From an optimization exercise on the open Yosys and OpenROAD flow, aimed at small area and a short achievable clock period; shortcuts taken in it are not production practice. Power and IR drop assume default switching activity.

==> flow/design.v <==
`timescale 1ns/10ps
module CS(Y, X, reset, clk);
input clk, reset;
input [7:0] X;
output [9:0] Y;
reg [7:0] w [1:9];      
reg [9:1] v;            
reg [7:0] M;            
reg [3:0] R;            
reg [35:0] g;           
function integer idx;   
    input integer i, j;
    idx = (i - 1) * 9 - (i * (i - 1)) / 2 + (j - i) - 1;
endfunction
function [8:0] divmod9;
    input [7:0] v;
    reg [4:0] q;
    reg [7:0] r;
    begin
        q = v / 9;
        r = v - q * 9;
        divmod9 = {q, r[3:0]};
    end
endfunction
wire [7:0] x9 = v[9] ? w[9] : 8'd0;
wire [4:0] qx, q9;
wire [3:0] rx, r9;
assign {qx, rx} = divmod9(X);
assign {q9, r9} = divmod9(x9);
wire signed [5:0] t = $signed({2'b0, R}) + $signed({2'b0, rx}) - $signed({2'b0, r9});
wire t_neg = t[5];
wire t_big = !t[5] && (t >= 6'sd9);
wire [3:0] R_nxt = t_neg ? t[3:0] + 4'd9 : t_big ? t[3:0] - 4'd9 : t[3:0];
wire [7:0] M_nxt = M - {3'd0, q9} + {3'd0, qx} + {{7{t_neg}}, t_neg | t_big};
reg [35:0] G;           
reg [8:0] q, sel;
reg [7:0] A;
integer i, j;
always @* begin
    G = g;
    for (j = 2; j <= 9; j = j + 1) G[idx(1, j)] = (w[1] >= w[j]);
    for (i = 1; i <= 9; i = i + 1) q[i-1] = v[i] & (w[i] <= M);
    for (i = 1; i <= 9; i = i + 1) begin
        sel[i-1] = q[i-1];
        for (j = 1; j <= 9; j = j + 1)
            if (j < i) sel[i-1] = sel[i-1] & (~q[j-1] | ~G[idx(j, i)]);
            else if (j > i) sel[i-1] = sel[i-1] & (~q[j-1] | G[idx(i, j)]);
    end
    A = 8'd0;
    for (i = 1; i <= 9; i = i + 1) A = A | (w[i] & {8{sel[i-1]}});
end
wire [8:0] U = {1'b0, M} + {1'b0, A};
wire [9:0] T = {1'b0, U} + {6'd0, R};
assign Y = {1'b0, U} + {3'd0, T[9:3]};
always @(posedge clk) begin
    if (reset) begin
        M <= 8'd0;
        R <= 4'd0;
        v <= 9'd0;
    end else begin
        M <= M_nxt;
        R <= R_nxt;
        v <= {v[8:1], 1'b1};
    end
    w[1] <= X;
    for (i = 2; i <= 9; i = i + 1) w[i] <= w[i-1];
    for (i = 1; i <= 7; i = i + 1)
        for (j = i + 1; j <= 8; j = j + 1)
            g[idx(i + 1, j + 1)] <= G[idx(i, j)];
end
endmodule
==> flow/config.mk <==
export PLATFORM = sky130hd
export DESIGN_NAME = CS
export DESIGN_NICKNAME = CS
export VERILOG_FILES = /design/flow/design.v
export SDC_FILE = /design/flow/constraint.sdc
export NUM_CORES = 4
export LEC_CHECK = 0
export CAP_MARGIN = 20
export CORE_MARGIN = 2
export CORE_UTILIZATION = 40
export SLEW_MARGIN = 20
==> flow/constraint.sdc <==
create_clock -name core_clock -period 16.0 [get_ports {clk}]
set_input_delay 3.2000 -clock core_clock [delete_from_list [all_inputs] [get_ports {clk}]]
set_output_delay 3.2000 -clock core_clock [all_outputs]
set_load 0.01 [all_outputs]
standard.sh (not shown) runs the stock make flow with config.mk's settings and CLKGATE_MAP_FILE= SYNTH_SCRIPT=/design/flow/synth_recipe.tcl, a recipe that flattens the netlist after the stock synthesis.
==> flow/flow/run.sh <==
#!/bin/bash
# Own layout flow: the standard ORFS flow (standard.sh), with
#  - synthesis mapped by an area-oriented ABC script (flow/abc.script) and
#    without extracting full/half-adder cells,
#  - a setup margin so that repair_timing aims below the clock period.
# Each step's full output goes to its own log file in this folder.
set -uo pipefail
SYNTH_VARS="ABC_AREA=1 ADDER_MAP_FILE= ABC_CLOCK_PERIOD_IN_PS=5000"
LAYOUT_VARS="SETUP_SLACK_MARGIN=6"
rm -rf myscripts
cp -r "$FLOW_HOME/scripts" myscripts
cp flow/abc.script myscripts/abc_area.script
bash standard.sh SCRIPTS_DIR="$PWD/myscripts" $SYNTH_VARS synth > synth.log 2>&1 || exit 1
bash standard.sh $LAYOUT_VARS finish > layout.log 2>&1 || exit 1
==> flow/flow/abc.script <==
strash
dch
map -a
topo
stime -c
buffer -c
upsize -c
dnsize -c
The first run completed without violations.
Then changed:
--- a/flow/design.v
+++ b/flow/design.v
@@ -4,7 +4,6 @@
 input [7:0] X;
 output [9:0] Y;
 reg [7:0] w [1:9];      
-reg [9:1] v;            
 reg [7:0] M;            
 reg [3:0] R;            
 reg [35:0] g;           
@@ -22,11 +21,10 @@
         divmod9 = {q, r[3:0]};
     end
 endfunction
-wire [7:0] x9 = v[9] ? w[9] : 8'd0;
 wire [4:0] qx, q9;
 wire [3:0] rx, r9;
 assign {qx, rx} = divmod9(X);
-assign {q9, r9} = divmod9(x9);
+assign {q9, r9} = divmod9(w[9]);
 wire signed [5:0] t = $signed({2'b0, R}) + $signed({2'b0, rx}) - $signed({2'b0, r9});
 wire t_neg = t[5];
 wire t_big = !t[5] && (t >= 6'sd9);
@@ -39,7 +37,7 @@
 always @* begin
     G = g;
     for (j = 2; j <= 9; j = j + 1) G[idx(1, j)] = (w[1] >= w[j]);
-    for (i = 1; i <= 9; i = i + 1) q[i-1] = v[i] & (w[i] <= M);
+    for (i = 1; i <= 9; i = i + 1) q[i-1] = (w[i] <= M);
     for (i = 1; i <= 9; i = i + 1) begin
         sel[i-1] = q[i-1];
         for (j = 1; j <= 9; j = j + 1)
@@ -49,21 +47,20 @@
     A = 8'd0;
     for (i = 1; i <= 9; i = i + 1) A = A | (w[i] & {8{sel[i-1]}});
 end
-wire [8:0] U = {1'b0, M} + {1'b0, A};
-wire [9:0] T = {1'b0, U} + {6'd0, R};
-assign Y = {1'b0, U} + {3'd0, T[9:3]};
+wire [11:0] S = {M, 3'd0} + {4'd0, M} + {8'd0, R};
+wire [12:0] YS = {1'b0, S} + {2'b0, A, 3'd0} + {5'd0, A};
+assign Y = YS[12:3];
 always @(posedge clk) begin
     if (reset) begin
         M <= 8'd0;
         R <= 4'd0;
-        v <= 9'd0;
+        for (i = 1; i <= 9; i = i + 1) w[i] <= 8'd0;
     end else begin
         M <= M_nxt;
         R <= R_nxt;
-        v <= {v[8:1], 1'b1};
+        w[1] <= X;
+        for (i = 2; i <= 9; i = i + 1) w[i] <= w[i-1];
     end
-    w[1] <= X;
-    for (i = 2; i <= 9; i = i + 1) w[i] <= w[i-1];
     for (i = 1; i <= 7; i = i + 1)
         for (j = i + 1; j <= 8; j = j + 1)
             g[idx(i + 1, j + 1)] <= G[idx(i, j)];
What happened: The new run passed the timing, design-rule and antenna checks; total power stays flat; design area is higher by 3.8%; setup slack is better by 110 ps; core utilization decreases by 3.8 points; cell count came out higher by 15%; sequential power shrinks by 12%; count of clock-buffer cells in the layout falls by 7; clock skew climbs by 8.8 ps; die area goes up by 10%; combinational power rises by about 10%; clock power is lower by 31%; worst hold slack improves by 7.1 ps; via count went up by 15%; critical path depth came out lower by 6.
No run of this note included a check of the RTL's function; only the layout flow was run.

-- port drivers added, routing unchanged --
The flow's constraints put no driver on any port. The routed layouts listed below were extracted and timed again, unchanged, in two steps.
Step 1 (the two cells are an assumption about what drives the block):
set clk [get_ports {clk}]
set_driving_cell -lib_cell sky130_fd_sc_hd__clkbuf_16 $clk
set_driving_cell -lib_cell sky130_fd_sc_hd__buf_2 [delete_from_list [all_inputs] $clk]
Step 2, shift: input delay + t, output delay - t, t = (earliest + latest rising clock arrival at the registers) / 2. This alone moves slack from input paths to output paths.
a / b / c = no drivers / after step 1 / after step 2; a / b = the first two.
| run | t (ns) | slack for setup (ns) | worst hold slack (ns) | cell pins on the clock port's net |
|---|---|---|---|---|
| the first run | 0.463 | 6.124 / 6.081 / 5.964 | 0.345 / 0.345 / 0.345 | 1 |
| the second run | 0.413 | 6.230 / 6.185 / 6.161 | 0.353 / 0.353 / 0.353 | 1 |
After both steps setup and hold are still met in every run listed. For the first run, which loses most, drivers alone change the setup slack by -0.043 ns; drivers and shift together by -0.160 ns.
